Source: an optimization exercise on an open RTL-to-GDS flow (aim: small area). Production flows keep margins and buffers that such runs may drop. At most, simulation tests tie the RTL to the original design; equivalence was not proved. No activity file was given, so power comes from the tool's default toggle rates. No driver is modelled on the clock port, so clocking that relies on it looks cheaper here than on a real chip.

// top
module top
(
    input clk,
    input rst_n,
    input spi_sclk,
    input spi_din,
    output tr_pwr_p,
    output tr_pwr_n,
    output tr,
    output lo,
    output t_bite,
    output [5:0] tx_att,
    output tv,
    output [2:0] rx_ch_pwr_ctrl,
    output [2:0] rx_ch_ctrl,
    output [2:0] scl,
    input [2:0] sda_i,
    output [2:0] sda_o,
    output [2:0] sda_t,
    output [2:0] a0,
    output [2:0] a1,
    output [5:0] rx_ch1_pha,
    output [5:0] rx_ch2_pha,
    output [5:0] rx_ch3_pha,
    output trig,
    output osk_1,
    input dover_1,
    output dhold_1,
    output io_update_1,
    output master_reset_1,
    output dctrl_1,
    output [2 : 0] profile_select_1,
    output [3 : 0] function_select_1,
    output p_pwd_1,
    output p_rd_1,
    output p_wr_1,
    output [7 : 0] p_addr_1,
    input [7 : 0] p_data_in_1,
    output [7 : 0] p_data_out_1,
    output p_data_t_1,
    output osk_2,
    input dover_2,
    output dhold_2,
    output io_update_2,
    output master_reset_2,
    output dctrl_2,
    output [2 : 0] profile_select_2,
    output [3 : 0] function_select_2,
    output p_pwd_2,
    output p_rd_2,
    output p_wr_2,
    output [7 : 0] p_addr_2,
    input [7 : 0] p_data_in_2,
    output [7 : 0] p_data_out_2,
    output p_data_t_2
);
==> flow/config.mk <==
export PLATFORM = sky130hd
export DESIGN_NAME = top
export DESIGN_NICKNAME = top
export VERILOG_FILES = /design/flow/design.v
export SDC_FILE = /design/flow/constraint.sdc
export NUM_CORES = 4
export LEC_CHECK = 0
export CAP_MARGIN = 20
export CORE_MARGIN = 2
export CORE_UTILIZATION = 45
export CTS_BUF_LIST = sky130_fd_sc_hd__clkbuf_16
export CTS_CLUSTER_DIAMETER = 100
export CTS_CLUSTER_SIZE = 32
export PLACE_DENSITY = 0.65
export SLEW_MARGIN = 20
==> flow/constraint.sdc <==
create_clock -name core_clock -period 10.0 [get_ports {clk}]
set_input_delay 2.0000 -clock core_clock [delete_from_list [all_inputs] [get_ports {clk}]]
set_output_delay 2.0000 -clock core_clock [all_outputs]
set_load 0.01 [all_outputs]
standard.sh (not shown) runs the stock make flow with config.mk's settings and CLKGATE_MAP_FILE= SYNTH_SCRIPT=/design/flow/synth_recipe.tcl, a recipe that flattens the netlist after the stock synthesis.
==> flow/flow/run.sh <==
#!/bin/bash
# The standard layout (standard.sh), with two ORFS arguments changed:
#  - clock tree synthesis adds no dummy loads for balancing
#  - the buffers put on the input and output ports are buf_1 cells
# The full make output is in standard.log.
set -o pipefail
export CTS_ARGS="-sink_clustering_enable -repair_clock_nets -sink_clustering_size 32 -sink_clustering_max_diameter 100 -buf_list sky130_fd_sc_hd__clkbuf_16 -dont_use_dummy_load"
export BUFFER_PORTS_ARGS="-buffer_cell sky130_fd_sc_hd__buf_1"
bash standard.sh > standard.log 2>&1
The baseline passed the timing, design-rule and antenna checks.
Change:
==> flow/flow/run.sh (replaced) <==
#!/bin/bash
# The standard layout (standard.sh), with two ORFS arguments changed:
#  - clock tree synthesis adds no dummy loads for balancing
#  - the buffers put on the input and output ports are buf_1 cells
# The full make output is in standard.log.
set -o pipefail
export CTS_ARGS="-sink_clustering_enable -repair_clock_nets -sink_clustering_size 24 -sink_clustering_max_diameter 60 -buf_list sky130_fd_sc_hd__clkbuf_16 -dont_use_dummy_load"
export BUFFER_PORTS_ARGS="-buffer_cell sky130_fd_sc_hd__buf_1"
bash standard.sh > standard.log 2>&1
Settings changed: CTS_CLUSTER_DIAMETER 100 to 60, CTS_CLUSTER_SIZE 32 to 24.
What happened: The new run passed the timing, design-rule and antenna checks. Clock power goes up by about 37%. Synthesized cell count is unchanged. Power goes up by about 8%. Clock-buffer cell count goes up by 44. Combinational power hardly moves.
Change:
==> flow/run.sh (new file) <==
#!/bin/bash
# synth_recipe.tcl (not shown) runs the flow's synth.tcl, then flattens the netlist and writes it again
# the make line also repeats each setting of config.mk as NAME=value (left out here)
make -C /OpenROAD-flow-scripts/flow DESIGN_CONFIG=/design/flow/config.mk WORK_HOME=/design/flow/orfs CLKGATE_MAP_FILE= SYNTH_SCRIPT=/design/flow/synth_recipe.tcl finish
removed: flow/flow/run.sh
removed: flow/standard.sh
What happened: The new run passed the timing, design-rule and antenna checks. Clock-buffer cell count rises by 6. Via count rises by 0.43%. Global-route usage stays flat. Non-clock buffer count falls by 5. Utilization rises by 1.8 points. First-iteration DRC count falls by 12%. Hold slack gains 38 ps. Fmax falls by 8.5%. Synthesized cell count does not change.
Change:
==> flow/flow/run.sh (new file) <==
#!/bin/bash
# The standard layout (standard.sh), with two ORFS arguments changed:
#  - clock tree synthesis adds no dummy loads for balancing
#  - the buffers put on the input and output ports are buf_1 cells
# The full make output is in standard.log.
set -o pipefail
export CTS_ARGS="-sink_clustering_enable -repair_clock_nets -sink_clustering_size 16 -sink_clustering_max_diameter 70 -buf_list sky130_fd_sc_hd__clkbuf_8 -dont_use_dummy_load"
export BUFFER_PORTS_ARGS="-buffer_cell sky130_fd_sc_hd__buf_1"
bash standard.sh > standard.log 2>&1
==> flow/standard.sh (new file) <==
#!/bin/bash
# synth_recipe.tcl (not shown) runs the flow's synth.tcl, then flattens the netlist and writes it again
# the make line also repeats each setting of config.mk as NAME=value (left out here)
make -C /OpenROAD-flow-scripts/flow DESIGN_CONFIG=/design/flow/config.mk WORK_HOME=/design/flow/orfs CLKGATE_MAP_FILE= SYNTH_SCRIPT=/design/flow/synth_recipe.tcl "${@:-finish}"
Settings changed: CAP_MARGIN 20 to 0, CTS_BUF_LIST sky130_fd_sc_hd__clkbuf_16 to sky130_fd_sc_hd__clkbuf_8, CTS_CLUSTER_DIAMETER 60 to 70, CTS_CLUSTER_SIZE 24 to 16, SLEW_MARGIN 20 to 0.
removed: flow/run.sh
Result: The changed run finished clean; flip-flop and latch count stays the same; worst hold slack loses 64 ps; worst setup slack gains 390 ps; via count went down by 0.79%; register-to-register slack gains 300 ps; sequential power stays flat.
Change:
Settings changed: CAP_MARGIN 0 to 20, SLEW_MARGIN 0 to 20.
Clock skew goes down by 12 ps.
Non-clock buffer count goes up by 1.
First-iteration DRC count goes down by 7.6%.
Utilization hardly moves.
Final area barely changes.
Synthesized area does not change.
Total power stays flat.
Count of clock-buffer cells in the layout goes up by 1.

Another version of the RTL of top (not shown whole).
Size in the first run: ~1300 flip-flops, about 140 I/O pins, roughly 49000 um^2 of cells after synthesis.
export LEC_CHECK = 0
export CAP_MARGIN = 20
export CORE_MARGIN = 2
export CORE_UTILIZATION = 45
export CTS_BUF_LIST = sky130_fd_sc_hd__clkbuf_16
export CTS_CLUSTER_DIAMETER = 60
export CTS_CLUSTER_SIZE = 24
export PLACE_DENSITY = 0.65
export SLEW_MARGIN = 20
create_clock -name core_clock -period 10.0 [get_ports {clk}]
==> flow/flow/run.sh <==
#!/bin/bash
set -o pipefail
cp standard.sh standard_sh.txt
export CTS_ARGS="-sink_clustering_enable -repair_clock_nets -sink_clustering_size 24 -sink_clustering_max_diameter 60 -buf_list sky130_fd_sc_hd__clkbuf_16 -dont_use_dummy_load"
bash standard.sh > standard.log 2>&1
The baseline completed with no timing, DRC or antenna violations.
Then changed:
==> flow/run.sh (new file) <==
#!/bin/bash
# synth_recipe.tcl (not shown) runs the flow's synth.tcl, then flattens the netlist and writes it again
# the make line also repeats each setting of config.mk as NAME=value (left out here)
make -C /OpenROAD-flow-scripts/flow DESIGN_CONFIG=/design/flow/config.mk WORK_HOME=/design/flow/orfs CLKGATE_MAP_FILE= SYNTH_SCRIPT=/design/flow/synth_recipe.tcl finish
removed: flow/flow/run.sh
removed: flow/standard.sh
The new run produced a clean layout.
Maximum frequency goes down by about 0.7%.
Final area goes up by 2.0%.
Critical path depth does not change.
Wire length goes up by about 0.56%.
First-iteration DRC count goes down by 3.8%.
Cell count goes up by 1.4%.
Non-clock buffer count does not change.
Worst setup slack loses 0.045 ns.
Sequential power barely changes.
No run of this note included a check of the RTL's function; only the layout flow was run.

top, a different RTL version from the one above (not shown whole).
Size: about 4100 cells after synthesis, ~1300 flip-flops, about 140 I/O pins.
==> flow/config.mk <==
export PLATFORM = sky130hd
export DESIGN_NAME = top
export DESIGN_NICKNAME = top
export VERILOG_FILES = /design/flow/design.v
export SDC_FILE = /design/flow/constraint.sdc
export NUM_CORES = 4
export LEC_CHECK = 0
export CAP_MARGIN = 20
export CORE_MARGIN = 2
export CORE_UTILIZATION = 45
export CTS_BUF_LIST = sky130_fd_sc_hd__clkbuf_8
export CTS_CLUSTER_DIAMETER = 70
export CTS_CLUSTER_SIZE = 16
export PLACE_DENSITY = 0.65
export SLEW_MARGIN = 20
==> flow/constraint.sdc <==
create_clock -name core_clock -period 10.0 [get_ports {clk}]
set_input_delay 2.0000 -clock core_clock [delete_from_list [all_inputs] [get_ports {clk}]]
set_output_delay 2.0000 -clock core_clock [all_outputs]
set_load 0.01 [all_outputs]
==> flow/flow/run.sh <==
#!/bin/bash
# The standard layout (standard.sh), with two ORFS arguments changed:
#  - clock tree synthesis adds no dummy loads for balancing
#  - the buffers put on the input and output ports are buf_1 cells
# The full make output is in standard.log.
set -o pipefail
export CTS_ARGS="-sink_clustering_enable -repair_clock_nets -sink_clustering_size 16 -sink_clustering_max_diameter 70 -buf_list sky130_fd_sc_hd__clkbuf_8 -dont_use_dummy_load"
export BUFFER_PORTS_ARGS="-buffer_cell sky130_fd_sc_hd__buf_1"
bash standard.sh > standard.log 2>&1
The starting point finished with timing, DRC and antenna clean.
Change:
--- a/flow/flow/run.sh
+++ b/flow/flow/run.sh
@@ -7 +7 @@
-export CTS_ARGS="-sink_clustering_enable -repair_clock_nets -sink_clustering_size 16 -sink_clustering_max_diameter 70 -buf_list sky130_fd_sc_hd__clkbuf_8 -dont_use_dummy_load"
+export CTS_ARGS="-sink_clustering_enable -repair_clock_nets -sink_clustering_size 8 -sink_clustering_max_diameter 40 -buf_list sky130_fd_sc_hd__clkbuf_4 -dont_use_dummy_load"
Settings changed: CTS_BUF_LIST sky130_fd_sc_hd__clkbuf_8 to sky130_fd_sc_hd__clkbuf_4, CTS_CLUSTER_DIAMETER 70 to 40, CTS_CLUSTER_SIZE 16 to 8.
What happened:
- cell area is higher by 0.44%
- sequential power is about the same
- synthesized cell count stays the same
- power came out higher by 1.4%
- clock skew went up by 0.067 ns
- worst setup slack loses 0.39 ns
- maximum frequency decreases by 6.5%

-- static timing again, ports no longer ideal --
Ports are ideal in the flow. The routed layouts listed here were re-timed in OpenROAD.
Step 1 assumes that a clkbuf_16 drives the clock port and a buf_2 every other input.
Step 2, shift: input delay + t, output delay - t, t = (earliest + latest rising clock arrival at the registers) / 2. This alone moves slack from input paths to output paths.
a / b / c = no drivers / after step 1 / after step 2; a / b = the first two.
run | t (ns) | setup WS [ns] | hold slack, ns | pins driven straight from the clock port
the first run of note 1 | 0.709 | 4.971 / 4.902 / 5.530 | 0.307 / 0.307 / 0.307 | 1
the second run of note 1 | 0.721 | 4.995 / 4.926 / 5.530 | 0.283 / 0.283 / 0.283 | 1
the third run of note 1 | 0.760 | 4.532 / 4.462 / 4.788 | 0.322 / 0.322 / 0.322 | 1
the fourth run of note 1 | 0.833 | 4.923 / 4.856 / 5.532 | 0.257 / 0.257 / 0.257 | 1
the fifth run of note 1 | 0.813 | 4.957 / 4.890 / 5.530 | 0.264 / 0.264 / 0.264 | 1
the first run of note 2 | 0.729 | 3.829 / 3.760 / 4.489 | 0.291 / 0.291 / 0.291 | 1
the second run of note 2 | 0.758 | 3.783 / 3.715 / 4.473 | 0.320 / 0.320 / 0.320 | 1
the first run of note 3 | 0.772 | 4.376 / 4.307 / 5.079 | 0.291 / 0.291 / 0.291 | 1
the second run of note 3 | 1.112 | 3.984 / 3.917 / 5.029 | 0.270 / 0.270 / 0.270 | 1
After both steps setup and hold are still met in every run listed.
